What follows belongs to an exercise in optimizing a design on an open flow for small area and a short achievable clock period; a production flow would make more cautious choices.
The RTL was checked by simulation tests, not by an equivalence proof against the original design.
No run shown here takes its clock network from TritonCTS; it comes from the design's own scripts or RTL.
The clock port is modelled as an ideal driver, which makes a skipped or thinned clock tree look cheaper than it is; a real chip needs a root buffer or a tree.
No activity file was given, so power comes from the tool's default toggle rates.

==> flow/design.v <==
module xspi_top (
    input  wire        clk,
    input  wire        rst_n,
    input  wire        start,
    input  wire [7:0]  command,
    input  wire [47:0] address,
    input  wire [63:0] wr_data,
    output reg  [63:0] rd_data,
    output reg         done,
    output reg         ready,
    output reg         xspi_cs_n,
    output reg  [7:0]  xspi_io
);
    reg  [8:0]  jc;
    reg         is_wr;       
    reg         is_rd;       
    reg         clr_pend;    
    reg  [63:0] mem;         
    wire is_oth = ~is_wr & ~is_rd;
    wire [17:0] st;          
    assign st[0] = ~jc[0] & ~jc[8];
    genvar n;
    generate
        for (n = 1; n <= 8; n = n + 1) begin : g_up
            assign st[n] = jc[n - 1] & ~jc[n];
        end
        for (n = 10; n <= 17; n = n + 1) begin : g_down
            assign st[n] = ~jc[n - 10] & jc[n - 9];
        end
    endgenerate
    assign st[9] = jc[0] & jc[8];
    wire up_1_8  = jc[0] & ~jc[8];   
    wire st_9_15 = jc[8] & jc[6];    
    wire fin = (st[8] & is_oth) | (st[16] & is_wr) | st[17];
    always @(posedge clk or negedge rst_n) begin
        if (!rst_n)
            jc <= 9'd0;
        else if (fin)
            jc <= 9'd0;
        else
            jc <= {jc[7:0], ~jc[8] & (jc[0] | start)};
    end
    always @(posedge clk or negedge rst_n) begin
        if (!rst_n)
            clr_pend <= 1'b1;
        else if (st[8])
            clr_pend <= 1'b0;
    end
    always @(posedge clk) begin
        if (st[1]) begin
            is_wr <= (command == 8'hA5);
            is_rd <= (command == 8'hFF);
        end
    end
    wire [15:0] io_sel;
    assign io_sel[0]  = st[1];                      
    assign io_sel[1]  = st[7];                      
    assign io_sel[2]  = st[6];                      
    assign io_sel[3]  = st[5];                      
    assign io_sel[4]  = st[4];                      
    assign io_sel[5]  = st[3];                      
    assign io_sel[6]  = st[2];                      
    assign io_sel[7]  = is_wr & st[15];             
    assign io_sel[8]  = is_wr & st[14];             
    assign io_sel[9]  = is_wr & st[13];             
    assign io_sel[10] = is_wr & st[12];             
    assign io_sel[11] = is_wr & st[11];             
    assign io_sel[12] = is_wr & st[10];             
    assign io_sel[13] = is_wr & st[9];              
    assign io_sel[14] = is_wr & st[8];              
    assign io_sel[15] = is_rd & (st[8] | st_9_15);  
    wire [7:0] io_nx;
    xspi_bytesel io_mux (
        .sel(io_sel),
        .src({mem[63:56], wr_data, address, command}),
        .y(io_nx)
    );
    always @(posedge clk) begin
        xspi_io   <= io_nx;
        xspi_cs_n <= ~((up_1_8 & ~(st[8] & is_oth)) | st_9_15
                       | (st[16] & is_rd));
        done      <= fin;
        ready     <= st[16] & is_rd;
    end
    reg mem_sh;      
    reg rd_ld;       
    always @(posedge clk) begin
        mem_sh <= (is_wr & (st[8] | st_9_15))
                | (is_rd & (st[7] | st[8] | st[9] | st[10] | st[11]
                            | st[12] | st[13] | st[14]));
        rd_ld  <= is_rd & st[15];
    end
    wire [7:0] mem_in = (is_wr ? xspi_io : mem[63:56]) & {8{~clr_pend}};
    always @(posedge clk) begin
        if (clr_pend | mem_sh)
            mem <= {mem[55:0], mem_in};
    end
    always @(posedge clk) begin
        if (clr_pend | rd_ld)
            rd_data <= mem;
    end
endmodule
module xspi_bytesel (
    input  wire [15:0]  sel,
    input  wire [127:0] src,
    output wire [7:0]   y
);
    genvar b;
    generate
        for (b = 0; b < 8; b = b + 1) begin : g_bit
            wire [15:0] bits;
            genvar k;
            for (k = 0; k < 16; k = k + 1) begin : g_src
                assign bits[k] = sel[k] & src[8 * k + b];
            end
            assign y[b] = |bits;
        end
    endgenerate
endmodule
==> flow/flow/run.sh <==
#!/bin/bash
# Layout flow: the standard ORFS flow (standard.sh), with these changes.
#  - The port buffers are plain buf_1 cells.
#  - flow/mycts.tcl replaces ORFS's CTS step. It first moves each output
#    port buffer that an enable flip-flop drives next to that flip-flop.
#    Then it builds the clock tree: the clock port drives one clock
#    inverter, which drives CTS_NBUF clock inverters, each driving one
#    cluster of flip-flops. Then timing repair aims at SETUP_SLACK_MARGIN ns
#    of setup slack, and an area recovery pass gives each cell the smallest
#    size that keeps the worst slack that repair reached (and keeps AR_GUARD
#    ns more on the paths through the cell).
set -euo pipefail
export BUFFER_PORTS_ARGS="-buffer_cell sky130_fd_sc_hd__buf_1"
RES=$PWD/orfs/results/$FLOW_PLATFORM/xspi_top/base

bash standard.sh "BUFFER_PORTS_ARGS=$BUFFER_PORTS_ARGS" place > flow_1_to_3_place.log 2>&1

PLATFORM_DIR=$FLOW_HOME/platforms/$FLOW_PLATFORM RES=$RES CLK_PORT=clk \
  PULL_OUT_FLOPS=1 PULL_OUT_BUFS=1 PULL_MATCH='*edfxtp*' \
  CTS_ROOT=sky130_fd_sc_hd__clkinv_16 CTS_NBUF=6 CTS_BUFCELL=sky130_fd_sc_hd__clkinv_8 \
  SETUP_SLACK_MARGIN=5.05 AREA_RECOVER=1 AR_MAX_SLEW=0.4 AR_EPS=0.003 AR_GUARD=0.03 \
  openroad -no_init -exit flow/mycts.tcl > flow_4_cts.log 2>&1
cp $RES/4_1_cts.odb $RES/4_cts.odb
touch $RES/4_cts.sdc

bash standard.sh "BUFFER_PORTS_ARGS=$BUFFER_PORTS_ARGS" finish > flow_5_to_6_finish.log 2>&1
==> flow/flow/mycts.tcl <==
# Clock tree step, run in place of ORFS's CTS step on 3_place.odb; writes
# 4_1_cts.odb and 4_cts.sdc.
#  1. PULL_OUT_FLOPS: each output port buffer driven by a flip-flop whose cell
#     matches PULL_MATCH is moved next to that flip-flop (PULL_OUT_BUFS), or
#     the flip-flop next to the buffer; then legal placement.
#  2. Clock tree by hand: the clock port drives CTS_ROOT (if set), which
#     drives CTS_NBUF cells CTS_BUFCELL, each driving one cluster of the clock
#     sinks (balanced k-means on their placed positions).
#  3. repair_timing towards SETUP_SLACK_MARGIN, then (AREA_RECOVER) area
#     recovery: each cell gets the smallest size of its kind that keeps the
#     worst setup slack, keeps AR_GUARD ns more on the paths through the
#     cell, keeps its output slew under AR_MAX_SLEW and adds no slew or
#     capacitance violation.
set plat $::env(PLATFORM_DIR)
set res $::env(RES)
set nbuf $::env(CTS_NBUF)
set bufcell $::env(CTS_BUFCELL)
read_liberty $plat/lib/sky130_fd_sc_hd__tt_025C_1v80.lib
read_db $res/3_place.odb
read_sdc $res/3_place.sdc
source $plat/setRC.tcl
set_dont_use [concat [get_lib_cells *probe*] [get_lib_cells *lpflow*]]

set db [ord::get_db]
set block [ord::get_db_block]
# Move each flip-flop that drives an output port buffer next to that buffer,
# so that the flip-flop's output net is short.
proc driver_of {net} {
  if {$net eq "NULL"} { return "" }
  foreach it [$net getITerms] {
    if {[$it isOutputSignal]} { return [$it getInst] }
  }
  return ""
}
set moved 0
if {[info exists ::env(PULL_OUT_FLOPS)] && $::env(PULL_OUT_FLOPS)} {
  foreach bt [$block getBTerms] {
    if {[$bt getIoType] ne "OUTPUT"} continue
    set buf [driver_of [$bt getNet]]
    if {$buf eq ""} continue
    set bin ""
    foreach it [$buf getITerms] { if {[$it isInputSignal]} { set bin $it } }
    if {$bin eq ""} continue
    set ff [driver_of [$bin getNet]]
    set pm "*df*"
    if {[info exists ::env(PULL_MATCH)]} { set pm $::env(PULL_MATCH) }
    if {$ff eq "" || ![string match $pm [[$ff getMaster] getName]]} continue
    if {[info exists ::env(PULL_OUT_BUFS)] && $::env(PULL_OUT_BUFS)} {
      lassign [$ff getLocation] fx fy
      $buf setLocation [expr {$fx + [[$ff getMaster] getWidth]}] $fy
    } else {
      lassign [$buf getLocation] bx by
      $ff setLocation $bx $by
    }
    incr moved
  }
  puts "moved $moved flip-flops next to their output buffers"
  detailed_placement
}
set clknet [$block findNet $::env(CLK_PORT)]
set sinks {}
foreach it [$clknet getITerms] {
  lappend sinks $it
}
puts "clock sinks: [llength $sinks]"
# positions
set px {}; set py {}
foreach it $sinks {
  set b [[$it getInst] getBBox]
  lappend px [expr {([$b xMin] + [$b xMax]) / 2.0}]
  lappend py [expr {([$b yMin] + [$b yMax]) / 2.0}]
}
set n [llength $sinks]
# k-means, seeded by sorting on angle around the centroid
set cx 0; set cy 0
foreach x $px y $py { set cx [expr {$cx + $x}]; set cy [expr {$cy + $y}] }
set cx [expr {$cx / $n}]; set cy [expr {$cy / $n}]
set cent {}
for {set k 0} {$k < $nbuf} {incr k} {
  set a [expr {2 * 3.14159265 * ($k + 0.5) / $nbuf}]
  lappend cent [list [expr {$cx + 20000 * cos($a)}] [expr {$cy + 20000 * sin($a)}]]
}
set cap [expr {int(ceil(double($n) / $nbuf)) + 2}]
for {set iter 0} {$iter < 50} {incr iter} {
  # balanced assignment: greedy by distance with a size cap
  set pairs {}
  for {set i 0} {$i < $n} {incr i} {
    for {set k 0} {$k < $nbuf} {incr k} {
      lassign [lindex $cent $k] ux uy
      set d [expr {abs([lindex $px $i] - $ux) + abs([lindex $py $i] - $uy)}]
      lappend pairs [list $d $i $k]
    }
  }
  set pairs [lsort -real -index 0 $pairs]
  set asg [lrepeat $n -1]
  set cnt [lrepeat $nbuf 0]
  foreach p $pairs {
    lassign $p d i k
    if {[lindex $asg $i] >= 0} continue
    if {[lindex $cnt $k] >= $cap} continue
    lset asg $i $k
    lset cnt $k [expr {[lindex $cnt $k] + 1}]
  }
  set newc {}
  for {set k 0} {$k < $nbuf} {incr k} {
    set sx 0; set sy 0; set m 0
    for {set i 0} {$i < $n} {incr i} {
      if {[lindex $asg $i] == $k} {
        set sx [expr {$sx + [lindex $px $i]}]; set sy [expr {$sy + [lindex $py $i]}]; incr m
      }
    }
    if {$m > 0} { lappend newc [list [expr {$sx / $m}] [expr {$sy / $m}]] } else { lappend newc [lindex $cent $k] }
  }
  set cent $newc
}
puts "cluster sizes: $cnt"
proc out_iterm {inst} {
  foreach it [$inst getITerms] {
    if {[$it isOutputSignal]} { return $it }
  }
  error "no output on [$inst getName]"
}
proc in_iterm {inst} {
  foreach it [$inst getITerms] {
    if {[$it isInputSignal]} { return $it }
  }
  error "no input on [$inst getName]"
}
# Optional root cell between the clock port and the cluster drivers.
set leafsrc $clknet
if {[info exists ::env(CTS_ROOT)] && $::env(CTS_ROOT) ne ""} {
  set rm [$db findMaster $::env(CTS_ROOT)]
  set root [odb::dbInst_create $block $rm "cts_root"]
  set leafsrc [odb::dbNet_create $block "cts_root_net"]
  $leafsrc setSigType CLOCK
  [in_iterm $root] connect $clknet
  [out_iterm $root] connect $leafsrc
  set sx 0; set sy 0
  foreach c $cent { set sx [expr {$sx + [lindex $c 0]}]; set sy [expr {$sy + [lindex $c 1]}] }
  $root setLocation [expr {int($sx / $nbuf)}] [expr {int($sy / $nbuf)}]
  $root setPlacementStatus PLACED
}
set master [$db findMaster $bufcell]
for {set k 0} {$k < $nbuf} {incr k} {
  set inst [odb::dbInst_create $block $master "cts_buf_$k"]
  set net [odb::dbNet_create $block "cts_net_$k"]
  $net setSigType CLOCK
  [in_iterm $inst] connect $leafsrc
  [out_iterm $inst] connect $net
  lassign [lindex $cent $k] ux uy
  $inst setLocation [expr {int($ux) - [$master getWidth] / 2}] [expr {int($uy)}]
  $inst setPlacementStatus PLACED
  for {set i 0} {$i < $n} {incr i} {
    if {[lindex $asg $i] == $k} {
      set it [lindex $sinks $i]
      $it disconnect
      $it connect $net
    }
  }
}
$clknet setSigType CLOCK
detailed_placement
set_propagated_clock [all_clocks]
estimate_parasitics -placement
report_clock_min_period
report_clock_latency
report_check_types -max_slew -max_capacitance -violators
foreach p [get_pins -of_objects [get_nets cts_net_*] -filter "direction==input"] { set sl [get_property $p slew_max] ; if {$sl > 0.09} { puts "slew $sl [get_full_name $p]" } }
report_checks -path_delay max -format end -group_path_count 3
set rt_args {-verbose}
if {[info exists ::env(SETUP_SLACK_MARGIN)]} { lappend rt_args -setup_margin $::env(SETUP_SLACK_MARGIN) }
repair_timing {*}$rt_args
detailed_placement
estimate_parasitics -placement

# Area recovery: give each cell the smallest size of its kind that keeps the
# worst setup slack (as repair_timing left it), keeps the slew on the cell's
# outputs under AR_MAX_SLEW ns and adds no slew or capacitance violation.
proc cell_kind {name} {
  if {[regexp {^(.*)_([0-9]+)$} $name -> base size]} { return [list $base $size] }
  return [list $name -1]
}
proc out_slew {inst} {
  set w 0
  foreach p [get_pins -of_objects $inst -filter "direction==output"] {
    set s [get_property $p slew_max]
    if {$s > $w} { set w $s }
  }
  return $w
}
if {[info exists ::env(AREA_RECOVER)] && $::env(AREA_RECOVER)} {
  set maxslew $::env(AR_MAX_SLEW)
  set floor [expr {[sta::worst_slack_cmd max] - $::env(AR_EPS) * 1e-9}]
  set nslew [sta::max_slew_violation_count]
  set ncap [sta::max_capacitance_violation_count]
  set guard 0
  if {[info exists ::env(AR_GUARD)]} { set guard $::env(AR_GUARD) }
  set gfloor [expr {$floor * 1e9 + $guard}]
  puts "area recovery: slack floor $floor, guard floor $gfloor ns"
  set todo {}
  foreach inst [get_cells *] {
    set iname [get_full_name $inst]
    if {[string match "cts_*" $iname]} continue
    set ref [get_property $inst ref_name]
    if {[string match "*tap*" $ref] || [string match "*fill*" $ref] || [string match "*decap*" $ref]} continue
    lassign [cell_kind $ref] base size
    if {$size < 0} continue
    set kinds [list $base]
    if {$base eq "sky130_fd_sc_hd__clkbuf" || $base eq "sky130_fd_sc_hd__buf"} {
      set kinds {sky130_fd_sc_hd__buf sky130_fd_sc_hd__clkbuf}
    }
    set area [get_property [get_lib_cells */$ref] area]
    set cands {}
    foreach k $kinds {
      foreach lc [get_lib_cells */${k}_*] {
        set ln [get_name $lc]
        lassign [cell_kind $ln] b2 s2
        if {$b2 ne $k} continue
        if {[get_property $lc is_buffer] != [get_property [get_lib_cells */$ref] is_buffer]} continue
        if {[get_property $lc dont_use]} continue
        set a2 [get_property $lc area]
        if {$a2 < $area - 0.01} { lappend cands [list $a2 $ln] }
      }
    }
    if {[llength $cands] == 0} continue
    set cands [lsort -real -index 0 $cands]
    lappend todo [list [expr {$area - [lindex $cands 0 0]}] $iname $ref $cands]
  }
  set todo [lsort -real -decreasing -index 0 $todo]
  set saved 0.0
  foreach t $todo {
    lassign $t gain iname ref cands
    set inst [get_cells $iname]
    set oldarea [get_property [get_lib_cells */$ref] area]
    foreach c $cands {
      lassign $c a2 ln
      replace_cell $inst [get_lib_cells */$ln]
      estimate_parasitics -placement
      set ok 1
      if {[sta::worst_slack_cmd max] < $floor} { set ok 0 }
      if {$ok && [out_slew $inst] > $maxslew} { set ok 0 }
      if {$ok && $guard > 0} {
        foreach p [get_pins -of_objects $inst -filter "direction==output"] {
          set ps [get_property $p slack_max]
          if {$ps ne "INF" && $ps < $gfloor} { set ok 0 }
        }
      }
      if {$ok && [sta::max_slew_violation_count] > $nslew} { set ok 0 }
      if {$ok && [sta::max_capacitance_violation_count] > $ncap} { set ok 0 }
      if {$ok} {
        set saved [expr {$saved + $oldarea - $a2}]
        break
      }
      replace_cell $inst [get_lib_cells */$ref]
      estimate_parasitics -placement
    }
  }
  puts "area recovery: saved $saved um2, worst slack [sta::worst_slack_cmd max]"
  detailed_placement
  estimate_parasitics -placement
}
check_placement -verbose
report_checks -path_delay max -format end -group_path_count 5
report_checks -path_delay max
write_db $res/4_1_cts.odb
write_sdc -no_timestamp $res/4_cts.sdc
==> flow/standard.sh <==
#!/bin/bash
# synth_recipe.tcl (not shown) runs the flow's synth.tcl, then flattens the netlist and writes it again
# the make line also repeats each setting of config.mk as NAME=value (left out here)
make -C /OpenROAD-flow-scripts/flow DESIGN_CONFIG=/design/flow/config.mk WORK_HOME=/design/flow/orfs CLKGATE_MAP_FILE= SYNTH_SCRIPT=/design/flow/synth_recipe.tcl "${@:-finish}"
==> flow/config.mk <==
export PLATFORM = sky130hd
export DESIGN_NAME = xspi_top
export DESIGN_NICKNAME = xspi_top
export VERILOG_FILES = /design/flow/design.v
export SDC_FILE = /design/flow/constraint.sdc
export NUM_CORES = 4
export LEC_CHECK = 0
export ABC_CLOCK_PERIOD_IN_PS = 2100
export CAP_MARGIN = 20
export CORE_MARGIN = 2
export CORE_UTILIZATION = 40
export SLEW_MARGIN = 20
export SYNTH_HIERARCHICAL = 1
export SYNTH_MINIMUM_KEEP_SIZE = 0
==> flow/constraint.sdc <==
create_clock -name core_clock -period 7.0 [get_ports {clk}]
set_input_delay 1.4000 -clock core_clock [delete_from_list [all_inputs] [get_ports {clk}]]
set_output_delay 1.4000 -clock core_clock [all_outputs]
set_load 0.01 [all_outputs]
==> results.sh, run 1 <==
export IMPL_start_kind="flop"
export IMPL_fin_crit_sh_pct=30.54
export IMPL_syn_nets=442
export IMPL_r2r_end="xspi_io[7]"
export IMPL_setup_viol=0
export IMPL_rsz0062_at_grt="no"
export IMPL_via_count=3582
export IMPL_ys_seq_elements=153
export IMPL_grt_usage_pct=18.96
export IMPL_place_gp_congestion=0.9079
export IMPL_clk_pin_slew_ps=110
export IMPL_antenna_found_initial=0
export IMPL_clk_latency_ps=220
export IMPL_ys_warn_count=7
export IMPL_rows=43
export IMPL_cp_top_family="flip-flops"
export IMPL_combinationalPowerShare_pct=25.7
export IMPL_grt_max_degree=65
export IMPL_path_class="flop to output pin"
export IMPL_swShare_pct=33.59
export IMPL_power_density_mw_per_mm2=400.0
export IMPL_num_io_pins=198
export IMPL_path_cells="buf_1"
export IMPL_viasPerCell=5.191
export IMPL_switchingPower_uw=899.7
export IMPL_fmax_ghz=0.4678
export IMPL_fill_cells=1249
export IMPL_fin_ws_ps=4862
export IMPL_hold_class="flop to flop"
export IMPL_start_util_pct=41.08
export IMPL_tns_ps=0
export IMPL_routed_wl_mm=14.80
export IMPL_die_area_sq_mm=0.01523
export IMPL_die_h_microns=123.4
export IMPL_worstMarginPinSlew_ps=889.8
export IMPL_ant_nets=0
export IMPL_critPathMaxFanout=1
export IMPL_worstPathRequired_ps=5600
export IMPL_seq_area_frac_synth_pct=77.44
export IMPL_hold_viol=0
export IMPL_power_internal_uw=1779
export IMPL_port_buffers=197
export IMPL_grt_pass1_wl_mm=21.51
export IMPL_finClkSkew_ps=17.78
export IMPL_r2r_cells=6
export IMPL_async_flop_share_pct=6.536
export IMPL_dp_hpwl_mm=11.18
export IMPL_core_area_sq_mm=0.01388
export IMPL_die_w_microns=123.4
export IMPL_drive_gt1_share_pct=12.97
export IMPL_outcome="no timing/DRC/antenna violations"
export IMPL_cp_startpoint="rd_data[35]"
export IMPL_max_slew_margin_pct=40.68
export IMPL_slowest_delay_ps=380
export IMPL_cp_num_buf_inv=1
export IMPL_syn_inst=319
export IMPL_synth_flop_cell="edfxtp_1"
export IMPL_pwr_share_clk_pct=12.6
export IMPL_drtIter0Drc=427
export IMPL_p_leak_uw=0.002253
export IMPL_dr_pass1_iters=4
export IMPL_yosys_cell_types_count=37
export IMPL_multi_input_area_sq_mm=0.001082
export IMPL_ir_worst_vdd_mv=0.1421
export IMPL_slew_viol_final=0
export IMPL_hold_path_depth=0
export IMPL_synth_edf_count=130
export IMPL_p_seq_share_pct=61.7
export IMPL_cp_depth=1
export IMPL_min_delay_start="mem[28]"
export IMPL_cap_violations=0
export IMPL_endpoint_kind="output pin"
export IMPL_syn_avg_cell_area_sq_um=17.87
export IMPL_period_needed_ps=2138
export IMPL_crit_end="rd_data[35]"
export IMPL_drc=0
export IMPL_syn2layout_area_growth_pct=17.45
export IMPL_overflow=0
export IMPL_grt_pass1_vias=3655
export IMPL_r2r_setup_slack_ps=5090
export IMPL_worstPathArrival_ps=740
export IMPL_avgRoutedWirePerCell_microns=21.45
export IMPL_syn_area_sq_mm=0.005702
export IMPL_ff_latch_area_sq_mm=0.004425
export IMPL_pre_cts_slack_ps=4681
export IMPL_fin_nets=634
export IMPL_worst_path_max_delay_cell="edfxtp_1"
export IMPL_r2r_start="jc[7]"
flip-flops by register name, summed over array words and instances, names as in the netlist:
register,flops
xspi_io,8
mem_sh,1
jc,9
rd_data,64
xspi_cs_n,1
done,1
ready,1
is_wr,1
clr_pend,1
is_rd,1
rd_ld,1
mem,64
per-module statistics from Yosys, one instance, submodules excluded:
module,cells inside,flip-flops and latches,times used
xspi_bytesel,88,0,1
xspi_top,231,153,1
cells in the final DEF (no fill, tap or decap), types with 2 or more instances in the layout:
cell / instances
dfxtp_2: 8
or2_4: 2
nor2b_1: 20
a22o_1: 32
a221oi_1: 33
clkbuf_2: 35
mux2i_1: 8
dfrtp_1: 9
dfxtp_1: 5
buf_2: 7
nand4_1: 10
nand2_1: 6
buf_1: 156
edfxtp_1: 130
clkinv_8: 6
nor2_1: 16
buf_4: 3
and3_1: 2
and2_1: 3
layer usage:
metal / GRT usage, % / up-vias / part of all wire [%]
met5: 0 / - / 0
met4: 3.906 / 0 / 2.3
met3: 3.137 / 19 / 7.9
met2: 33.48 / 186 / 50
met1: 24.69 / 1706 / 40
li1: - / 1671 / -
how the worst min path moves through the flow:
stage | to | slack (ps)
floorplan | mem[10] | 420
global placement | mem[9] | 420
detailed placement | rd_data[33] | 430
global route | mem[36] | 440
finish | rd_data[28] | 440
cell usage after synthesis (2+ instances only):
| library cell | n | area, sq um |
|---|---|---|
| a221oi_1 | 28 | 245.2 |
| a221oi_2 | 5 | 75.07 |
| a22o_1 | 31 | 271.5 |
| and2_1 | 3 | 18.77 |
| and3_1 | 2 | 12.51 |
| buf_6 | 9 | 101.4 |
| clkbuf_1 | 6 | 22.52 |
| dfrtp_1 | 9 | 225.2 |
| dfxtp_1 | 13 | 260.3 |
| edfxtp_1 | 130 | 3904 |
| mux2i_1 | 8 | 80.08 |
| nand2_1 | 6 | 22.52 |
| nand4_1 | 10 | 62.56 |
| nor2_1 | 16 | 60.06 |
| nor2b_1 | 13 | 81.33 |
| nor2b_2 | 7 | 61.31 |
| or2_2 | 3 | 18.77 |
metrics by stage:
stage	hold WS (ps)	instance area (sq um)	instances	power, uW	util (%)
floorplan	421.5	5702	319	2100	-
global placement	424.6	6526	677	2337	47.02
detailed placement	429.6	6531	678	2364	47.05
global route	445.0	6694	689	2835	48.22
finish	438.1	6696	690	2679	48.24
final cells by class:
| cell class | instances | area share [%] |
|---|---|---|
| Sequential cell | 153 | 66.09 |
| Antenna cell | 1 | 0.03737 |
| Tap cell | 180 | 3.363 |
| Multi-Input combinational cell | 146 | 16.16 |
| Inverter | 8 | 1.962 |
| Timing Repair Buffer | 202 | 12.39 |
power groups by stage:
stage                     combinational, uW  clock [uW]  sequential [uW]
final                                   687         338             1650
after global routing                    761         380             1690
after detailed placement                677           0             1690
after global placement                  670           0             1670
after floorplan                         465           0             1630
cells by family (layout without fill, tap and decap cells):
kind of cell | Yosys count | after routing | synth area share, %
buf+inv | 20 | 210 | 2.611
other cells | 0 | 1 | 0
simple gates | 66 | 66 | 6.825
flops | 153 | 153 | 77.44
compound gates | 72 | 72 | 11.72
mux | 8 | 8 | 1.404
==> run 2, diff against run 1 <==
--- a/flow/flow/run.sh
+++ b/flow/flow/run.sh
@@ -20,3 +20,3 @@
   CTS_ROOT=sky130_fd_sc_hd__clkinv_16 CTS_NBUF=6 CTS_BUFCELL=sky130_fd_sc_hd__clkinv_8 \
-  SETUP_SLACK_MARGIN=5.05 AREA_RECOVER=1 AR_MAX_SLEW=0.4 AR_EPS=0.003 AR_GUARD=0.03 \
+  SETUP_SLACK_MARGIN=4.95 AREA_RECOVER=1 AR_MAX_SLEW=0.4 AR_EPS=0.003 AR_GUARD=0.03 \
   openroad -no_init -exit flow/mycts.tcl > flow_4_cts.log 2>&1
==> run 2 against run 1 <==
Compared with the run above: clock skew is 0.89 ps lower; register-to-register slack barely moved; still clean; routed wire length is essentially flat; hold slack about the same; combinational power about the same; sequential share of layout area unchanged; first-iteration DRC count decreased by 7.0%; critical endpoint unchanged; sequential power about the same; cell area unchanged.
==> results.sh, run 2 <==
export IMPL_syn_avg_cell_area_sq_um=17.87
export IMPL_holdPathEnd="rd_data[28]"
export IMPL_port_buffers=197
export IMPL_ys_seq_elements=153
export IMPL_avgRoutedWirePerCell_microns=21.43
export IMPL_hold_class="flop to flop"
export IMPL_async_flop_share_pct=6.536
export IMPL_via_count=3566
export IMPL_place_gp_congestion=0.9079
export IMPL_fmax_ghz=0.4675
export IMPL_rows=43
export IMPL_die_w_microns=123.4
export IMPL_syn_area_sq_mm=0.005702
export IMPL_wl_met1_mm=5.899
export IMPL_num_io_pins=198
export IMPL_drive_gt1_share_pct=12.97
export IMPL_yosysTopAreaCell="edfxtp_1"
export IMPL_worst_path_max_delay_cell="edfxtp_1"
export IMPL_ys_top_cells_by_area="edfxtp_1 (68%), a22o_1 (4.8%), dfxtp_1 (4.6%)"
export IMPL_viasPerCell=5.168
export IMPL_cap_violations=0
export IMPL_cp_num_buf_inv=1
export IMPL_r2r_cells=6
export IMPL_grt_pass1_wl_mm=21.43
export IMPL_endpoint_kind="output pin"
export IMPL_ys_warn_count=7
export IMPL_synth_flop_cell="edfxtp_1"
export IMPL_grt_usage_pct=18.91
export IMPL_power_density_mw_per_mm2=400.0
export IMPL_syn2layout_area_growth_pct=17.45
export IMPL_drc=0
export IMPL_r2r_setup_slack_ps=5090
export IMPL_r2r_end="xspi_io[2]"
export IMPL_worstMarginPinSlew_ps=893.5
export IMPL_clk_pin_slew_ps=110
export IMPL_hold_path_depth=0
export IMPL_start_util_pct=41.08
export IMPL_largestRegisters="mem (64), rd_data (64), jc (9)"
export IMPL_pre_cts_slack_ps=4681
export IMPL_critPathMaxFanout=1
export IMPL_die_area_sq_mm=0.01523
export IMPL_dr_pass1_iters=4
export IMPL_p_leak_uw=0.002253
export IMPL_path_cells="buf_1"
export IMPL_antenna_found_initial=0
export IMPL_post_place_cells=678
export IMPL_slew_viol_final=0
export IMPL_grt_pass1_vias=3636
export IMPL_fin_crit_sh_pct=30.56
export IMPL_drtIter0Drc=397
export IMPL_seq_area_frac_synth_pct=77.44
export IMPL_min_delay_start="mem[28]"
export IMPL_period_needed_ps=2139
export IMPL_rsz0062_at_grt="no"
export IMPL_cp_top_family="flip-flops"
export IMPL_routed_wl_mm=14.79
export IMPL_ant_nets=0
export IMPL_r2r_start="jc[7]"
export IMPL_hold_viol=0
export IMPL_die_h_microns=123.4
export IMPL_yosys_cell_types_count=37
export IMPL_layout_cells_non_filler=690
export IMPL_slowest_delay_ps=380
export IMPL_yosysMostFrequentCell="edfxtp_1"
export IMPL_routed_wl_met2_mm=7.259
export IMPL_dp_hpwl_mm=11.18
export IMPL_clk_latency_ps=220
export IMPL_power_total_uw=2679
export IMPL_fin_ws_ps=4861
export IMPL_synth_common_cells="edfxtp_1 (130), a22o_1 (31), a221oi_1 (28)"
export IMPL_ir_worst_vdd_mv=0.1431
export IMPL_setup_viol=0
export IMPL_layout_common_cells="buf_1 (156), edfxtp_1 (130), clkbuf_2 (35)"
export IMPL_path_class="flop to output pin"
export IMPL_fill_cells=1243
export IMPL_finClkSkew_ps=16.89
export IMPL_start_kind="flop"
export IMPL_outcome="no timing/DRC/antenna violations"
export IMPL_wl_met3_mm=1.172
export IMPL_syn_inst=319
export IMPL_syn_nets=442
export IMPL_grt_max_degree=65
export IMPL_worstPathArrival_ps=740
export IMPL_overflow=0
export IMPL_synth_top_cell_area_share_pct=68.47
export IMPL_max_slew_margin_pct=40.43
export IMPL_tns_ps=0
export IMPL_fin_nets=634
export IMPL_final_common_cell="buf_1"
export IMPL_worstPathRequired_ps=5600
export IMPL_highest_layer="met4"
export IMPL_fin_util_pct=48.24
export IMPL_synth_edf_count=130
export IMPL_core_area_sq_mm=0.01388
run 2: cell counts after synthesis:
No cell type changed its count.
run 2: logic make-up (layout without fill, tap and decap cells):
| group | after synthesis | in the layout | share of synthesized area, % |
|---|---|---|---|
| other | 0 | 1 | 0 |
| muxes | 8 | 8 | 1.404 |
| and+or+nand+nor | 66 | 66 | 6.825 |
| DFF | 153 | 153 | 77.44 |
| buffers and inverters | 20 | 210 | 2.611 |
| AOI/OAI and AO/OA | 72 | 72 | 11.72 |
run 2: layout make-up:
| cell class | count | area (sq um) | area share [%] |
|---|---|---|---|
| Sequential cell | 153 | 4425 | 66.09 |
| Timing Repair Buffer | 202 | 829.5 | 12.39 |
| Multi-Input combinational cell | 146 | 1082 | 16.16 |
| Tap cell | 180 | 225.2 | 3.363 |
| Antenna cell | 1 | 2.502 | 0.03737 |
| Inverter | 8 | 131.4 | 1.962 |
run 2: metrics by stage:
stage	area, sq um	hold WS (ps)
floorplan	5702	421.5
global placement	6526	424.6
detailed placement	6531	429.6
global route	6694	445.0
finish	6696	438.6
run 2: power by group:
group          internal, uW  leakage (uW)  switching [uW]
clock                  48.7     0.0000528             292
sequential             1470       0.00145             187
combinational           265      0.000751             421
run 2: modules after synthesis (local to each module, per instance):
module	times used	flip-flops and latches	cell area [sq um]	cells inside
xspi_top	1	153	4932	231
xspi_bytesel	1	0	769.5	88
run 2: routing by layer:
layer	track usage, %	up-vias
met2	32.80	181
met4	4.759	0
met1	24.75	1690
li1	-	1670
met3	3.183	25
met5	0	-
run 2: worst max-delay path by stage:
stage	start	endpoint	slack, ps	cells past startpoint
2_1_floorplan	command[1]	is_wr	4880	2
3_3_place_gp	is_wr	xspi_io[1]	4640	4
3_5_place_dp	command[7]	xspi_io[7]	4680	4
5_1_grt	rd_data[58]	rd_data[58]	4820	1
6_report	rd_data[35]	rd_data[35]	4860	1
==> run 3, diff against run 2 <==
--- a/flow/flow/run.sh
+++ b/flow/flow/run.sh
@@ -19,3 +19,3 @@
   PULL_OUT_FLOPS=1 PULL_OUT_BUFS=1 PULL_MATCH='*edfxtp*' \
-  CTS_ROOT=sky130_fd_sc_hd__clkinv_16 CTS_NBUF=6 CTS_BUFCELL=sky130_fd_sc_hd__clkinv_8 \
+  CTS_ROOT=sky130_fd_sc_hd__clkinv_16 CTS_NBUF=5 CTS_BUFCELL=sky130_fd_sc_hd__clkinv_8 \
   SETUP_SLACK_MARGIN=4.95 AREA_RECOVER=1 AR_MAX_SLEW=0.4 AR_EPS=0.003 AR_GUARD=0.03 \
==> run 3 against run 2 <==
Compared with the run above: worst setup slack better by 3.4 ps; still clean; clock skew is 16 ps higher; largest power group unchanged; power is 1.3% lower; register-to-register slack lost 170 ps; routed wire length shrank 0.87%; final cell count is 0.72% lower; global-route usage is 0.18 points lower; combinational power down 3.1%; first-iteration DRC count decreased by 6.5%.
==> results.sh, run 3 <==
export IMPL_r2r_start="is_wr"
export IMPL_num_io_pins=198
export IMPL_setup_viol=0
export IMPL_die_h_microns=123.4
export IMPL_worstPathArrival_ps=740
export IMPL_cp_top_family="flip-flops"
export IMPL_synth_top_cell_area_share_pct=68.47
export IMPL_cp_startpoint="rd_data[35]"
export IMPL_drc=0
export IMPL_worstMarginPinSlew_ps=897.1
export IMPL_grt_pass1_vias=3590
export IMPL_power_density_mw_per_mm2=397.1
export IMPL_ys_seq_elements=153
export IMPL_slowest_delay_ps=380
export IMPL_cap_violations=0
export IMPL_drive_gt1_share_pct=13.89
export IMPL_path_cells="buf_1"
export IMPL_die_area_sq_mm=0.01523
export IMPL_period_needed_ps=2136
export IMPL_fin_crit_sh_pct=30.51
export IMPL_syn_area_sq_mm=0.005702
export IMPL_yosysMostFrequentCell="edfxtp_1"
export IMPL_async_flop_share_pct=6.536
export IMPL_ant_nets=0
export IMPL_start_kind="flop"
export IMPL_synth_flop_cell="edfxtp_1"
export IMPL_synth_edf_count=130
export IMPL_fill_cells=1243
export IMPL_multi_input_area_sq_mm=0.001082
export IMPL_dp_hpwl_mm=11.18
export IMPL_ys_warn_count=7
export IMPL_min_delay_start="mem[6]"
export IMPL_syn_avg_cell_area_sq_um=17.87
export IMPL_yosysTopAreaCell="edfxtp_1"
export IMPL_slew_viol_final=0
export IMPL_final_common_cell="buf_1"
export IMPL_seq_area_frac_synth_pct=77.44
export IMPL_finClkSkew_ps=32.56
export IMPL_fin_nets=629
export IMPL_endpoint_kind="output pin"
export IMPL_tns_ps=0
export IMPL_syn_inst=319
export IMPL_clk_pin_slew_ps=120
export IMPL_ff_latch_area_sq_mm=0.004425
export IMPL_syn2layout_area_growth_pct=16.81
export IMPL_grt_usage_pct=18.73
export IMPL_worst_path_max_delay_cell="edfxtp_1"
export IMPL_critPathMaxFanout=1
export IMPL_port_buffers=197
export IMPL_layout_common_cells="buf_1 (147), edfxtp_1 (130), clkbuf_2 (42)"
export IMPL_drtIter0Drc=371
export IMPL_rows=43
export IMPL_fin_util_pct=47.98
export IMPL_routed_wl_mm=14.66
export IMPL_hold_class="flop to flop"
export IMPL_avgRoutedWirePerCell_microns=21.40
export IMPL_path_class="flop to output pin"
export IMPL_die_w_microns=123.4
export IMPL_place_gp_congestion=0.9079
export IMPL_holdWs_ps=434.6
export IMPL_core_area_sq_mm=0.01388
export IMPL_ir_worst_vdd_mv=0.1425
export IMPL_max_slew_margin_pct=40.19
export IMPL_outcome="no timing/DRC/antenna violations"
export IMPL_clk_latency_ps=220
export IMPL_antenna_found_initial=0
export IMPL_p_leak_uw=0.002252
export IMPL_largestRegisters="mem (64), rd_data (64), jc (9)"
export IMPL_grt_max_degree=65
export IMPL_yosys_cell_types_count=37
export IMPL_cp_num_buf_inv=1
export IMPL_rsz0062_at_grt="no"
export IMPL_via_count=3568
export IMPL_syn_nets=442
export IMPL_worstPathRequired_ps=5600
export IMPL_ys_top_cells_by_area="edfxtp_1 (68%), a22o_1 (4.8%), dfxtp_1 (4.6%)"
export IMPL_dr_pass1_iters=4
export IMPL_start_util_pct=41.08
export IMPL_synth_common_cells="edfxtp_1 (130), a22o_1 (31), a221oi_1 (28)"
export IMPL_grt_pass1_wl_mm=21.25
export IMPL_hold_viol=0
export IMPL_overflow=0
export IMPL_viasPerCell=5.209
export IMPL_fmax_ghz=0.4682
run 3: cell counts after synthesis:
No cell type changed its count.
run 3: power breakdown:
group          switching, uW  leakage (uW)  internal [uW]
sequential               193       0.00145           1460
combinational            408      0.000757            257
clock                    278     0.0000459           44.3
total                    879       0.00225           1770
run 3: final timing paths:
kind | to | slack [ps] | cells past startpoint
max reg2reg | xspi_io[0] | 4920 | 5
min reg2reg | rd_data[6] | 430 | 0
max | rd_data[35] | 4860 | 1
max in group asynchronous | jc[7] | 5490 | 1
min in group asynchronous | jc[3] | 1130 | 1
min | rd_data[6] | 430 | 0
run 3: logic make-up (layout without fill, tap and decap cells):
kind of cell / after synthesis / in the layout / share of synthesized area [%]
flip-flops: 153 / 153 / 77.44
multiplexers: 8 / 8 / 1.404
buffers and inverters: 20 / 205 / 2.611
AO/OA/AOI/OAI: 72 / 72 / 11.72
AND/OR/NAND/NOR: 66 / 66 / 6.825
other: 0 / 1 / 0
run 3: layer usage:
layer,global-route usage [%],vias to the layer above,wire [microns]
li1,-,1658,-
met1,25.24,1702,5751
met2,32.01,183,7280
met3,2.491,25,1187
met4,5.043,0,441
met5,0,-,0
run 3: final cells by class:
class                           count  area share [%]
Inverter                            7           1.728
Multi-Input combinational cell    146           16.25
Antenna cell                        1         0.03757
Timing Repair Buffer              198           12.15
Sequential cell                   153           66.45
Tap cell                          180           3.382
run 3: Yosys stat by module, one instance, submodules excluded:
module / cells / times used / cell area, sq um
xspi_top: 231 / 1 / 4932
xspi_bytesel: 88 / 1 / 769.5
run 3: metrics by stage:
| stage | setup WS (ps) | total power, uW | instance area [sq um] | std cells |
|---|---|---|---|---|
| 2_1_floorplan | 4880 | 2100 | 5702 | 319 |
| 3_3_place_gp | 4635 | 2337 | 6526 | 677 |
| 3_5_place_dp | 4681 | 2364 | 6531 | 678 |
| 5_1_grt | 4686 | 2805 | 6658 | 684 |
| 6_report | 4864 | 2645 | 6660 | 685 |
==> run 4, diff against run 3 <==
--- a/flow/design.v
+++ b/flow/design.v
@@ -49,6 +49,4 @@
     always @(posedge clk) begin
-        if (st[1]) begin
-            is_wr <= (command == 8'hA5);
-            is_rd <= (command == 8'hFF);
-        end
+        is_wr <= (command == 8'hA5);
+        is_rd <= (command == 8'hFF);
     end
@@ -84,10 +82,5 @@
     end
-    reg mem_sh;      
-    reg rd_ld;       
-    always @(posedge clk) begin
-        mem_sh <= (is_wr & (st[8] | st_9_15))
-                | (is_rd & (st[7] | st[8] | st[9] | st[10] | st[11]
-                            | st[12] | st[13] | st[14]));
-        rd_ld  <= is_rd & st[15];
-    end
+    wire mem_sh = (is_wr & jc[8] & jc[7])                   
+                | (is_rd & ((jc[7] & ~jc[8]) | st_9_15));   
+    wire rd_ld  = is_rd & st[16];
     wire [7:0] mem_in = (is_wr ? xspi_io : mem[63:56]) & {8{~clr_pend}};
--- a/flow/flow/run.sh
+++ b/flow/flow/run.sh
@@ -19,3 +19,3 @@
   PULL_OUT_FLOPS=1 PULL_OUT_BUFS=1 PULL_MATCH='*edfxtp*' \
-  CTS_ROOT=sky130_fd_sc_hd__clkinv_16 CTS_NBUF=5 CTS_BUFCELL=sky130_fd_sc_hd__clkinv_8 \
+  CTS_ROOT=sky130_fd_sc_hd__clkinv_16 CTS_NBUF=6 CTS_BUFCELL=sky130_fd_sc_hd__clkinv_8 \
   SETUP_SLACK_MARGIN=4.95 AREA_RECOVER=1 AR_MAX_SLEW=0.4 AR_EPS=0.003 AR_GUARD=0.03 \
==> run 4 against run 3 <==
Compared with the run above: worst setup slack got worse by 11 ps; still clean; sequential power decreased by 36%; largest cell class unchanged; area after synthesis decreased by 0.55%; synthesized cell count decreased by 0.31%; clock skew decreased by 20 ps; critical endpoint is now xspi_io[2]; hold slack improved by 2.8 ps; die area decreased by 0.53%; power decreased by 34%; flip-flop and latch count decreased by 2; sequential share of layout area decreased by 0.61 points; routed wire length decreased by 4.7%.
==> results.sh, run 4 <==
export IMPL_cap_violations=0
export IMPL_cp_top_family="compound AO/OA/AOI/OAI gates"
export IMPL_syn_avg_cell_area_sq_um=17.83
export IMPL_r2r_start="is_wr"
export IMPL_syn_area_sq_mm=0.005670
export IMPL_routed_wl_mm=13.97
export IMPL_ys_top_cells_by_area="edfxtp_1 (68%), a22o_1 (4.8%), dfxtp_1 (4.6%)"
export IMPL_fin_crit_sh_pct=30.67
export IMPL_largestRegisters="mem (64), rd_data (64), jc (9)"
export IMPL_rows=43
export IMPL_outcome="no timing/DRC/antenna violations"
export IMPL_ff_latch_area_sq_mm=0.004364
export IMPL_syn_inst=318
export IMPL_rsz0062_at_grt="no"
export IMPL_seq_area_frac_synth_pct=76.81
export IMPL_ys_warn_count=7
export IMPL_core_area_sq_mm=0.01388
export IMPL_start_kind="primary input"
export IMPL_via_count=3563
export IMPL_worst_path_max_delay_cell="a221oi_1"
export IMPL_die_area_sq_mm=0.01515
export IMPL_avgRoutedWirePerCell_microns=20.31
export IMPL_hold_class="flop to flop"
export IMPL_worstPathRequired_ps=7060
export IMPL_drive_gt1_share_pct=11.44
export IMPL_synth_edf_count=128
export IMPL_overflow=0
export IMPL_max_slew_margin_pct=37.98
export IMPL_combinationalPowerShare_pct=20.4
export IMPL_slew_viol_final=0
export IMPL_cp_num_buf_inv=1
export IMPL_fin_nets=632
export IMPL_power_total_uw=1743
export IMPL_final_common_cell="buf_1"
export IMPL_clk_latency_ps=210
export IMPL_endpoint_kind="flop"
export IMPL_hold_viol=0
export IMPL_syn2layout_area_growth_pct=16.90
export IMPL_cp_startpoint="command[2]"
export IMPL_grt_pass1_vias=3525
export IMPL_ys_seq_elements=151
export IMPL_async_flop_share_pct=6.623
export IMPL_swShare_pct=29.18
export IMPL_synth_flop_cell="edfxtp_1"
export IMPL_fmax_ghz=0.4659
export IMPL_ir_worst_vdd_mv=0.1259
export IMPL_port_buffers=197
export IMPL_min_delay_start="mem[0]"
export IMPL_setup_viol=0
export IMPL_ant_nets=0
export IMPL_die_h_microns=123.1
export IMPL_clk_pin_slew_ps=90
export IMPL_power_internal_uw=1234
export IMPL_slowest_delay_ps=300
export IMPL_path_class="primary input to flop"
export IMPL_dr_pass1_iters=5
export IMPL_layout_cells_non_filler=688
export IMPL_yosysMostFrequentCell="edfxtp_1"
export IMPL_grt_usage_pct=17.58
export IMPL_place_gp_congestion=0.9746
export IMPL_p_seq_share_pct=61.4
export IMPL_pwr_share_clk_pct=18.3
export IMPL_worstPathArrival_ps=2210
export IMPL_power_density_mw_per_mm2=263.0
export IMPL_grt_pass1_wl_mm=20.06
export IMPL_finClkSkew_ps=12.91
export IMPL_post_place_cells=674
export IMPL_dp_hpwl_mm=10.75
export IMPL_drc=0
export IMPL_syn_nets=441
export IMPL_yosysTopAreaCell="edfxtp_1"
export IMPL_yosys_cell_types_count=39
export IMPL_holdWs_ps=437.4
export IMPL_antenna_found_initial=1
export IMPL_worstMarginPinSlew_ps=926.9
export IMPL_viasPerCell=5.179
export IMPL_drtIter0Drc=258
export IMPL_p_leak_uw=0.002120
export IMPL_die_w_microns=123.1
export IMPL_start_util_pct=40.85
export IMPL_tns_ps=0
export IMPL_fin_util_pct=47.76
export IMPL_synth_top_cell_area_share_pct=67.78
export IMPL_fill_cells=1253
export IMPL_period_needed_ps=2147
export IMPL_grt_max_degree=65
export IMPL_switchingPower_uw=508.6
export IMPL_critPathMaxFanout=2
export IMPL_multi_input_area_sq_mm=0.001075
export IMPL_layout_common_cells="buf_1 (165), edfxtp_1 (128), a221oi_1 (32), a22o_1 (32), clkbuf_2 (30)"
export IMPL_synth_common_cells="edfxtp_1 (128), a22o_1 (31), a221oi_1 (28)"
export IMPL_path_cells="buf_1 > a22o_1 > a221oi_1 > nand4_1"
export IMPL_num_io_pins=198
run 4: cell count changes after synthesis, moves of 3 or more:
cell     change
nor2_1       +3
nor4b_1      +3
nor4b_2      +3
nor2b_1      -5
nor2b_2      -7
buf_4        +3
run 4: layout make-up:
class / count / share of cell area (%)
inverters: 9 / 2.039
diodes: 1 / 0.03775
well taps: 180 / 3.398
multi-input cells: 142 / 16.21
repair buffers: 205 / 12.48
flip-flops and latches: 151 / 65.84
run 4: through the flow:
| stage | instance area [sq um] | setup WS, ps |
|---|---|---|
| after floorplan | 5670 | 1296 |
| after global placement | 6475 | 4648 |
| after detailed placement | 6475 | 4626 |
| after global routing | 6629 | 4815 |
| final | 6629 | 4853 |
run 4: per-module statistics from Yosys (local to each module, per instance):
module        cell area [sq um]  cells
xspi_top                   4901    230
xspi_bytesel              769.5     88
run 4: path summary, 6_finish.rpt:
kind,cells past startpoint,slack (ps),to
max,4,4850,xspi_io[2]
min,0,440,mem[8]
max reg2reg,5,4990,xspi_io[5]
min reg2reg,0,440,mem[8]
max in group asynchronous,1,5420,jc[8]
min in group asynchronous,1,1170,jc[6]
run 4: logic make-up after synthesis:
group / after synthesis / share of synthesized area (%)
flip-flops: 151 / 76.81
AND/OR/NAND/NOR: 62 / 6.819
buffers and inverters: 25 / 3.420
AO/OA/AOI/OAI: 71 / 11.36
multiplexers: 9 / 1.589
run 4: power groups by stage:
stage | registers (uW) | logic, uW | clock network [uW]
floorplan | 1080 | 258 | 0
global placement | 1090 | 350 | 0
detailed placement | 1090 | 352 | 0
global route | 1080 | 390 | 367
finish | 1070 | 355 | 318
run 4: per-layer routing:
layer	track usage, %	part of all wire, %	vias to the layer above
met2	31.08	49	197
li1	-	-	1664
met4	4.830	4.0	0
met5	0	0	-
met3	3.183	8.9	38
met1	22.26	39	1664
run 4: worst register-to-register path: cells and delay by family (launching register included):
family	cells	cell delay [ps]
buffers and inverters	1	80
DFF	1	660
AOI/OAI and AO/OA	2	330
and+or+nand+nor	2	880
==> run 5, diff against run 4 <==
--- a/flow/config.mk
+++ b/flow/config.mk
@@ -10,3 +10,3 @@
 export CORE_MARGIN = 2
-export CORE_UTILIZATION = 40
+export CORE_UTILIZATION = 50
 export SLEW_MARGIN = 20
==> run 5 against run 4 <==
Compared with the run above: critical endpoint is now rd_data[3]; worst setup slack got worse by 2.2 ps; flip-flop and latch count unchanged; critical path depth fell by 3; clock skew is 15 ps higher; cell area decreased by 0.87%; sequential power is essentially flat; still clean on timing, DRC and antenna; largest cell class unchanged; die area down 19%; synthesized cell count did not move; first-iteration DRC count down 11%.
==> results.sh, run 5 <==
export IMPL_layout_common_cells="buf_1 (170), edfxtp_1 (128), a22o_1 (32)"
export IMPL_slowest_delay_ps=370
export IMPL_start_util_pct=51.85
export IMPL_path_cells="buf_2"
export IMPL_grt_pass1_wl_mm=20.56
export IMPL_drtIter0Drc=230
export IMPL_worstPathArrival_ps=750
export IMPL_largestRegisters="mem (64), rd_data (64), jc (9)"
export IMPL_async_flop_share_pct=6.623
export IMPL_tns_ps=0
export IMPL_start_kind="flop"
export IMPL_setup_viol=0
export IMPL_port_buffers=197
export IMPL_rows=38
export IMPL_fill_cells=882
export IMPL_cp_num_buf_inv=1
export IMPL_drive_gt1_share_pct=10.08
export IMPL_endpoint_kind="output pin"
export IMPL_antenna_found_initial=0
export IMPL_worstPathRequired_ps=5600
export IMPL_r2r_setup_slack_ps=5060
export IMPL_core_area_sq_mm=0.01094
export IMPL_clk_pin_slew_ps=100
export IMPL_die_h_microns=110.5
export IMPL_num_io_pins=198
export IMPL_worstMarginPinSlew_ps=835.2
export IMPL_yosysTopAreaCell="edfxtp_1"
export IMPL_antenna_cells=0
export IMPL_min_delay_start="mem[29]"
export IMPL_r2r_cells=3
export IMPL_yosysMostFrequentCell="edfxtp_1"
export IMPL_cap_violations=0
export IMPL_synth_common_cells="edfxtp_1 (128), a22o_1 (31), a221oi_1 (28)"
export IMPL_grt_usage_pct=21.46
export IMPL_critPathMaxFanout=1
export IMPL_grt_max_degree=65
export IMPL_seq_area_frac_synth_pct=76.81
export IMPL_finClkSkew_ps=28.23
export IMPL_place_gp_congestion=0.9306
export IMPL_period_needed_ps=2149
export IMPL_fin_nets=631
export IMPL_die_w_microns=110.5
export IMPL_slew_viol_final=0
export IMPL_post_place_cells=634
export IMPL_syn2layout_area_growth_pct=15.89
export IMPL_synth_edf_count=128
export IMPL_clk_latency_ps=210
export IMPL_synth_top_cell_area_share_pct=67.78
export IMPL_ys_top_cells_by_area="edfxtp_1 (68%), a22o_1 (4.8%), dfxtp_1 (4.6%)"
export IMPL_multi_input_area_sq_mm=0.001087
export IMPL_postLayoutCellArea_sq_mm=0.006571
export IMPL_dr_pass1_iters=5
export IMPL_power_density_mw_per_mm2=265.6
export IMPL_viasPerCell=5.644
export IMPL_syn_nets=441
export IMPL_grt_pass1_vias=3662
export IMPL_final_common_cell="buf_1"
export IMPL_place_area_sq_mm=0.006425
export IMPL_cp_top_family="flip-flops"
export IMPL_ir_worst_vdd_mv=0.1526
export IMPL_ff_latch_area_sq_mm=0.004362
export IMPL_via_count=3646
export IMPL_drc=0
export IMPL_rsz0062_at_grt="no"
export IMPL_worst_path_max_delay_cell="edfxtp_1"
export IMPL_r2r_end="rd_data[33]"
export IMPL_avgRoutedWirePerCell_microns=21.29
export IMPL_outcome="no timing/DRC/antenna violations"
export IMPL_holdPathEnd="mem[37]"
export IMPL_syn_inst=318
export IMPL_routed_wl_mm=13.75
export IMPL_layout_cells_non_filler=646
export IMPL_syn_area_sq_mm=0.005670
export IMPL_hold_viol=0
export IMPL_die_area_sq_mm=0.01221
export IMPL_ys_warn_count=7
export IMPL_path_class="flop to output pin"
export IMPL_overflow=0
export IMPL_yosys_cell_types_count=39
export IMPL_ys_seq_elements=151
export IMPL_cp_startpoint="rd_data[3]"
export IMPL_p_leak_uw=0.002101
export IMPL_fin_crit_sh_pct=30.70
export IMPL_fmax_ghz=0.4654
export IMPL_syn_avg_cell_area_sq_um=17.83
export IMPL_r2r_start="jc[7]"
export IMPL_hold_path_depth=0
export IMPL_hold_class="flop to flop"
export IMPL_dp_hpwl_mm=10.42
export IMPL_synth_flop_cell="edfxtp_1"
export IMPL_ant_nets=0
export IMPL_max_slew_margin_pct=44.20
==> run 5: changes by cell type in the layout (fill, tap and decap cells not counted), sizes merged <==
cell	previous run	this run
clkbuf	30	25
diode	1	0
buf	175	179
==> run 5: layout make-up <==
class	count	share of cell area (%)
inverters	9	2.056
well taps	140	2.666
multi-input cells	142	16.55
repair buffers	204	12.36
flip-flops and latches	151	66.37
==> run 5: per-module statistics from Yosys (local to each module, per instance) <==
module        copies in the design  cells inside  cell area (sq um)  flip-flops and latches
xspi_top                         1           230               4901                     151
xspi_bytesel                     1            88              769.5                       0
==> run 5: worst max-delay path by stage <==
stage / slack [ps] / cells past startpoint / endpoint
3_3_place_gp: 4600 / 4 / xspi_io[5]
5_1_grt: 4810 / 1 / rd_data[3]
3_5_place_dp: 4580 / 4 / xspi_io[5]
2_1_floorplan: 1300 / 3 / mem[0]
6_report: 4850 / 1 / rd_data[3]
==> run 5: cell families (layout without fill, tap and decap cells) <==
kind of cell / count (synthesis) / in the layout / share of synthesized area, %
AOI/OAI and AO/OA: 71 / 71 / 11.36
buffers and inverters: 25 / 213 / 3.420
and+or+nand+nor: 62 / 62 / 6.819
DFF: 151 / 151 / 76.81
muxes: 9 / 9 / 1.589
==> run 5: routing by layer <==
layer | wire, microns | up-vias | global-route usage, % | part of all wire [%]
met5 | 0 | - | 0 | 0
met4 | 402 | 0 | 5.250 | 2.9
met3 | 1136 | 25 | 3.787 | 8.3
met2 | 6867 | 208 | 38.81 | 50
met1 | 5346 | 1753 | 26.84 | 39
li1 | - | 1660 | - | -
==> run 5: per-stage QoR <==
step	setup WS, ps	hold slack [ps]	power (uW)	util [%]
5_1_grt	4807	458.9	1823	60.09
2_1_floorplan	1296	421.5	1339	-
6_report	4851	443.9	1745	60.09
3_3_place_gp	4598	424.4	1436	58.75
3_5_place_dp	4576	429.0	1438	58.75
==> run 5: power by group <==
part	switching (uW)	internal [uW]	leakage (uW)
Clock	275	48.7	0.0000528
Sequential	53.6	1020	0.00138
Combinational	185	166	0.000668
==> run 6, diff against run 5 <==
--- a/flow/flow/run.sh
+++ b/flow/flow/run.sh
@@ -19,3 +19,3 @@
   PULL_OUT_FLOPS=1 PULL_OUT_BUFS=1 PULL_MATCH='*edfxtp*' \
-  CTS_ROOT=sky130_fd_sc_hd__clkinv_16 CTS_NBUF=6 CTS_BUFCELL=sky130_fd_sc_hd__clkinv_8 \
+  CTS_ROOT=sky130_fd_sc_hd__clkinv_16 CTS_NBUF=4 CTS_BUFCELL=sky130_fd_sc_hd__clkinv_16 \
   SETUP_SLACK_MARGIN=4.95 AREA_RECOVER=1 AR_MAX_SLEW=0.4 AR_EPS=0.003 AR_GUARD=0.03 \
--- a/flow/config.mk
+++ b/flow/config.mk
@@ -10,3 +10,3 @@
 export CORE_MARGIN = 2
-export CORE_UTILIZATION = 50
+export CORE_UTILIZATION = 40
 export SLEW_MARGIN = 20
==> run 6 against run 5 <==
Compared with the run above: global-route usage down 3.9 points; clock skew decreased by 20 ps; power increased by 1.6%; routed wire length increased by 2.0%; critical endpoint is now rd_data[14]; highest routed layer unchanged; largest power group unchanged; synthesized cell count stayed put; combinational power up 3%; critical path type unchanged; die area grew 24%; first-iteration DRC count increased by 14%; via count is 3.0% lower; largest cell class unchanged; final cell count grew 6.2%.
==> results.sh, run 6 <==
export IMPL_die_w_microns=123.1
export IMPL_die_h_microns=123.1
export IMPL_num_io_pins=198
export IMPL_synth_common_cells="edfxtp_1 (128), a22o_1 (31), a221oi_1 (28)"
export IMPL_worstPathArrival_ps=740
export IMPL_via_count=3538
export IMPL_max_slew_margin_pct=39.82
export IMPL_tns_ps=0
export IMPL_rsz0062_at_grt="no"
export IMPL_worstMarginPinSlew_ps=899.3
export IMPL_min_delay_start="mem[16]"
export IMPL_seq_area_frac_synth_pct=76.81
export IMPL_drtIter0Drc=263
export IMPL_rows=43
export IMPL_async_flop_share_pct=6.623
export IMPL_dr_pass1_iters=4
export IMPL_outcome="no timing/DRC/antenna violations"
export IMPL_slowest_delay_ps=360
export IMPL_final_common_cell="buf_1"
export IMPL_syn_inst=318
export IMPL_routed_wl_mm=14.03
export IMPL_period_needed_ps=2140
export IMPL_core_area_sq_mm=0.01388
export IMPL_ys_top_cells_by_area="edfxtp_1 (68%), a22o_1 (4.8%), dfxtp_1 (4.6%)"
export IMPL_clk_pin_slew_ps=90
export IMPL_place_gp_congestion=0.9746
export IMPL_drc=0
export IMPL_muxShareOfSynthArea_pct=1.589
export IMPL_grt_pass1_wl_mm=20.04
export IMPL_slew_viol_final=0
export IMPL_synth_top_family_by_area="compound AO/OA/AOI/OAI gates"
export IMPL_ir_worst_vdd_mv=0.1323
export IMPL_viasPerCell=5.157
export IMPL_clk_latency_ps=220
export IMPL_syn2layout_area_growth_pct=17.61
export IMPL_drive_gt1_share_pct=13.86
export IMPL_grt_pass1_vias=3511
export IMPL_path_cells="buf_2"
export IMPL_power_density_mw_per_mm2=266.0
export IMPL_port_buffers=197
export IMPL_worst_path_max_delay_cell="edfxtp_1"
export IMPL_hold_viol=0
export IMPL_synth_compound_area_share_pct=11.36
export IMPL_grt_max_degree=65
export IMPL_ys_warn_count=7
export IMPL_fin_nets=630
export IMPL_postLayoutCellArea_sq_mm=0.006669
export IMPL_r2r_start="is_wr"
export IMPL_start_util_pct=40.85
export IMPL_fin_crit_sh_pct=30.56
export IMPL_synth_edf_count=128
export IMPL_endpoint_kind="output pin"
export IMPL_syn_nets=441
export IMPL_yosys_cell_types_count=39
export IMPL_largestRegisters="mem (64), rd_data (64), jc (9)"
export IMPL_worstPathRequired_ps=5600
export IMPL_synth_top_cell_area_share_pct=67.78
export IMPL_antenna_found_initial=1
export IMPL_cp_startpoint="rd_data[14]"
export IMPL_fmax_ghz=0.4674
export IMPL_yosysMostFrequentCell="edfxtp_1"
export IMPL_ant_nets=0
export IMPL_dp_hpwl_mm=10.75
export IMPL_hold_class="flop to flop"
export IMPL_synth_flop_cell="edfxtp_1"
export IMPL_yosysTopAreaCell="edfxtp_1"
export IMPL_layout_common_cells="buf_1 (152), edfxtp_1 (128), clkbuf_2 (40)"
export IMPL_path_class="flop to output pin"
export IMPL_p_leak_uw=0.002161
export IMPL_fin_ws_ps=4861
export IMPL_overflow=0
export IMPL_synth_fa_ha_area_share_pct=0
export IMPL_yosys_area_share_simple_pct=6.818
export IMPL_place_area_sq_mm=0.006475
export IMPL_syn_avg_cell_area_sq_um=17.83
export IMPL_finClkSkew_ps=8.624
export IMPL_start_kind="flop"
export IMPL_syn_area_sq_mm=0.005670
export IMPL_pre_cts_slack_ps=4626
export IMPL_ys_seq_elements=151
export IMPL_synth_xor_area_share_pct=0
export IMPL_cap_violations=0
export IMPL_critPathMaxFanout=1
export IMPL_cp_top_family="flip-flops"
export IMPL_grt_usage_pct=17.56
export IMPL_avgRoutedWirePerCell_microns=20.45
export IMPL_die_area_sq_mm=0.01515
export IMPL_cp_num_buf_inv=1
export IMPL_setup_viol=0
[run 6: cell counts after synthesis]
No cell type changed its count.
[run 6: stage by stage]
stage          power [uW]  instances  hold slack, ps  util, %
3_5_place_dp         1445        674           430.4    46.65
6_report             1774        686           445.9    48.04
2_1_floorplan        1339        318           421.5        -
3_3_place_gp         1440        674           425.6    46.65
5_1_grt              1861        686           453.8    48.04
[run 6: power breakdown]
group / total [uW] / internal, uW / switching [uW] / leakage [uW]
clock network: 344 / 56.5 / 287 / 0.0000571
registers: 1070 / 1020 / 50.9 / 0.00138
logic: 360 / 169 / 191 / 0.000724
total: 1770 / 1250 / 528 / 0.00216
[run 6: logic make-up after synthesis]
group,count (synthesis)
buffers and inverters,25
DFF,151
muxes,9
and+or+nand+nor,62
AOI/OAI and AO/OA,71
[run 6: path summary, 6_finish.rpt]
kind,endpoint,slack (ps),cells past startpoint
max in group asynchronous,jc[0],5430,1
min in group asynchronous,jc[6],1170,1
worst min register to register,mem[24],450,0
worst max register to register,xspi_io[5],5010,5
worst max-delay path,rd_data[14],4860,1
worst min-delay path,mem[24],450,0
[run 6: layout make-up]
type                       instances  area [sq um]
antenna                            1         2.502
fill                            1250          7212
inverter                           7         157.7
multi-input combinational        142          1075
sequential                       151          4365
tap                              180         225.2
timing repair buffer             205         843.3
[run 6: Yosys stat by module, one instance, submodules excluded]
| module | times used | cells | area [sq um] | flip-flops and latches |
|---|---|---|---|---|
| xspi_bytesel | 1 | 88 | 769.5 | 0 |
| xspi_top | 1 | 230 | 4901 | 151 |
[run 6: per-layer routing]
layer | GRT usage (%) | part of all wire, % | vias up
met5 | 0 | 0 | -
met4 | 4.972 | 2.6 | 0
met3 | 2.721 | 8.1 | 21
met2 | 30.94 | 50 | 179
met1 | 22.57 | 39 | 1683
li1 | - | - | 1655
==> run 7, diff against run 6 <==
--- a/flow/flow/run.sh
+++ b/flow/flow/run.sh
@@ -19,3 +19,3 @@
   PULL_OUT_FLOPS=1 PULL_OUT_BUFS=1 PULL_MATCH='*edfxtp*' \
-  CTS_ROOT=sky130_fd_sc_hd__clkinv_16 CTS_NBUF=4 CTS_BUFCELL=sky130_fd_sc_hd__clkinv_16 \
+  CTS_ROOT=sky130_fd_sc_hd__clkinv_16 CTS_NBUF=5 CTS_BUFCELL=sky130_fd_sc_hd__clkinv_8 \
   SETUP_SLACK_MARGIN=4.95 AREA_RECOVER=1 AR_MAX_SLEW=0.4 AR_EPS=0.003 AR_GUARD=0.03 \
==> run 7 against run 6 <==
Compared with the run above: cell area decreased by 0.41%; clock power decreased by 9.9%; fmax increased by 0.72%; flip-flop and latch count unchanged; hold slack improved by 6.7 ps; final cell count increased by 0.15%; register-to-register slack got worse by 70 ps; critical path depth unchanged.
==> results.sh, run 7 <==
export IMPL_setup_viol=0
export IMPL_critPathMaxFanout=1
export IMPL_yosysMostFrequentCell="edfxtp_1"
export IMPL_start_kind="flop"
export IMPL_hold_class="flop to flop"
export IMPL_combinationalPowerShare_pct=20.8
export IMPL_power_density_mw_per_mm2=262.7
export IMPL_cap_violations=0
export IMPL_die_area_sq_mm=0.01515
export IMPL_worstPathArrival_ps=720
export IMPL_num_io_pins=198
export IMPL_max_slew_margin_pct=36.67
export IMPL_grt_usage_pct=17.57
export IMPL_ys_top_cells_by_area="edfxtp_1 (68%), a22o_1 (4.8%), dfxtp_1 (4.6%)"
export IMPL_pwr_share_clk_pct=17.8
export IMPL_syn2layout_area_growth_pct=17.12
export IMPL_layout_common_cells="buf_1 (152), edfxtp_1 (128), clkbuf_2 (40)"
export IMPL_worstPathRequired_ps=5600
export IMPL_die_h_microns=123.1
export IMPL_largestRegisters="mem (64), rd_data (64), jc (9)"
export IMPL_cp_top_family="flip-flops"
export IMPL_synth_edf_count=128
export IMPL_slowest_delay_ps=380
export IMPL_fin_util_pct=47.85
export IMPL_ir_worst_vdd_mv=0.1090
export IMPL_syn_area_sq_mm=0.005670
export IMPL_routed_wl_mm=14.12
export IMPL_fin_ws_ps=4876
export IMPL_syn_nets=441
export IMPL_grt_max_degree=65
export IMPL_crit_end="rd_data[1]"
export IMPL_ys_warn_count=7
export IMPL_synth_common_cells="edfxtp_1 (128), a22o_1 (31), a221oi_1 (28)"
export IMPL_fmax_ghz=0.4707
export IMPL_overflow=0
export IMPL_synth_flop_cell="edfxtp_1"
export IMPL_ant_nets=0
export IMPL_rows=43
export IMPL_yosysTopAreaCell="edfxtp_1"
export IMPL_grt_pass1_wl_mm=20.07
export IMPL_syn_inst=318
export IMPL_core_area_sq_mm=0.01388
export IMPL_port_buffers=197
export IMPL_p_seq_share_pct=61.4
export IMPL_dp_hpwl_mm=10.75
export IMPL_cp_startpoint="rd_data[1]"
export IMPL_via_count=3557
export IMPL_power_internal_uw=1237
export IMPL_period_needed_ps=2124
export IMPL_place_gp_congestion=0.9746
export IMPL_endpoint_kind="output pin"
export IMPL_outcome="no timing/DRC/antenna violations"
export IMPL_swShare_pct=29.13
export IMPL_drtIter0Drc=269
export IMPL_switchingPower_uw=508.2
export IMPL_r2r_cells=5
export IMPL_yosys_cell_types_count=39
export IMPL_finClkSkew_ps=13.50
export IMPL_hold_viol=0
export IMPL_dr_pass1_iters=5
export IMPL_start_util_pct=40.85
export IMPL_path_cells="clkbuf_2"
export IMPL_async_flop_share_pct=6.623
export IMPL_r2r_end="xspi_io[5]"
export IMPL_slew_viol_final=0
export IMPL_syn_avg_cell_area_sq_um=17.83
export IMPL_final_common_cell="buf_1"
export IMPL_drc=0
export IMPL_antenna_found_initial=1
export IMPL_worstMarginPinSlew_ps=946.4
export IMPL_fin_crit_sh_pct=30.35
export IMPL_worst_path_max_delay_cell="edfxtp_1"
export IMPL_clk_pin_slew_ps=110
export IMPL_die_w_microns=123.1
export IMPL_synth_top_cell_area_share_pct=67.78
export IMPL_seq_area_frac_synth_pct=76.81
export IMPL_pre_cts_slack_ps=4626
export IMPL_grt_pass1_vias=3550
export IMPL_r2r_setup_slack_ps=4940
export IMPL_fin_nets=631
export IMPL_viasPerCell=5.178
export IMPL_rsz0062_at_grt="no"
export IMPL_cp_num_buf_inv=1
export IMPL_p_leak_uw=0.002154
export IMPL_path_class="flop to output pin"
export IMPL_avgRoutedWirePerCell_microns=20.55
export IMPL_tns_ps=0
export IMPL_ys_seq_elements=151
export IMPL_drive_gt1_share_pct=14.43
export IMPL_clk_latency_ps=210
export IMPL_r2r_start="is_wr"
export IMPL_cp_depth=1
==> run 7: cell types whose count changed in the layout (fill, tap and decap cells not counted), sizes merged <==
cell | previous run | this run
clkinv | 5 | 6
==> run 7: cell families after synthesis <==
family | synth area share [%]
AO/OA/AOI/OAI | 11.36
AND/OR/NAND/NOR | 6.819
flip-flops | 76.81
multiplexers | 1.589
buffers and inverters | 3.420
==> run 7: per-module statistics from Yosys, one instance, submodules excluded <==
module	cells inside	cell area (sq um)
xspi_bytesel	88	769.5
xspi_top	230	4901
==> run 7: cell type report <==
| cell class | instances | area, sq um |
|---|---|---|
| Sequential cell | 151 | 4367 |
| Inverter | 8 | 118.9 |
| Fill cell | 1254 | 7239 |
| Multi-Input combinational cell | 142 | 1081 |
| Antenna cell | 1 | 2.502 |
| Timing Repair Buffer | 205 | 847.1 |
| Tap cell | 180 | 225.2 |
==> run 7: how the worst min path moves through the flow <==
stage                       start           to  slack (ps)  cells after the start
after global routing       mem[9]   rd_data[9]         460                      0
after global placement    mem[26]  rd_data[26]         430                      0
after detailed placement   mem[9]      mem[17]         430                      0
after floorplan            mem[2]      mem[10]         420                      0
final                     mem[13]  rd_data[13]         450                      0
==> run 7: stage by stage <==
| stage | hold WS [ps] | instance area [sq um] | power, uW | instances |
|---|---|---|---|---|
| 6_report | 452.6 | 6641 | 1745 | 687 |
| 5_1_grt | 464.5 | 6641 | 1830 | 687 |
| 3_5_place_dp | 430.4 | 6475 | 1445 | 674 |
| 3_3_place_gp | 425.6 | 6475 | 1440 | 674 |
| 2_1_floorplan | 421.5 | 5670 | 1339 | 318 |
==> run 7: worst reg2reg max path, delay by kind of cell (launching register included) <==
family | cells | cell delay, ps
and+or+nand+nor | 2 | 910
DFF | 1 | 670
AOI/OAI and AO/OA | 2 | 320
buffers and inverters | 1 | 80
==> run 7: routing by layer <==
layer / routed length, microns / track usage (%) / vias up
li1: - / - / 1661
met1: 5487 / 22.35 / 1689
met2: 7081 / 30.90 / 183
met3: 1209 / 2.906 / 24
met4: 339 / 5.327 / 0
met5: 0 / 0 / -
==> run 7: power by group through the flow <==
stage	Sequential [uW]	Combinational, uW	Clock (uW)
global route	1080	395	355
global placement	1090	350	0
floorplan	1080	258	0
detailed placement	1090	352	0
finish	1070	363	310
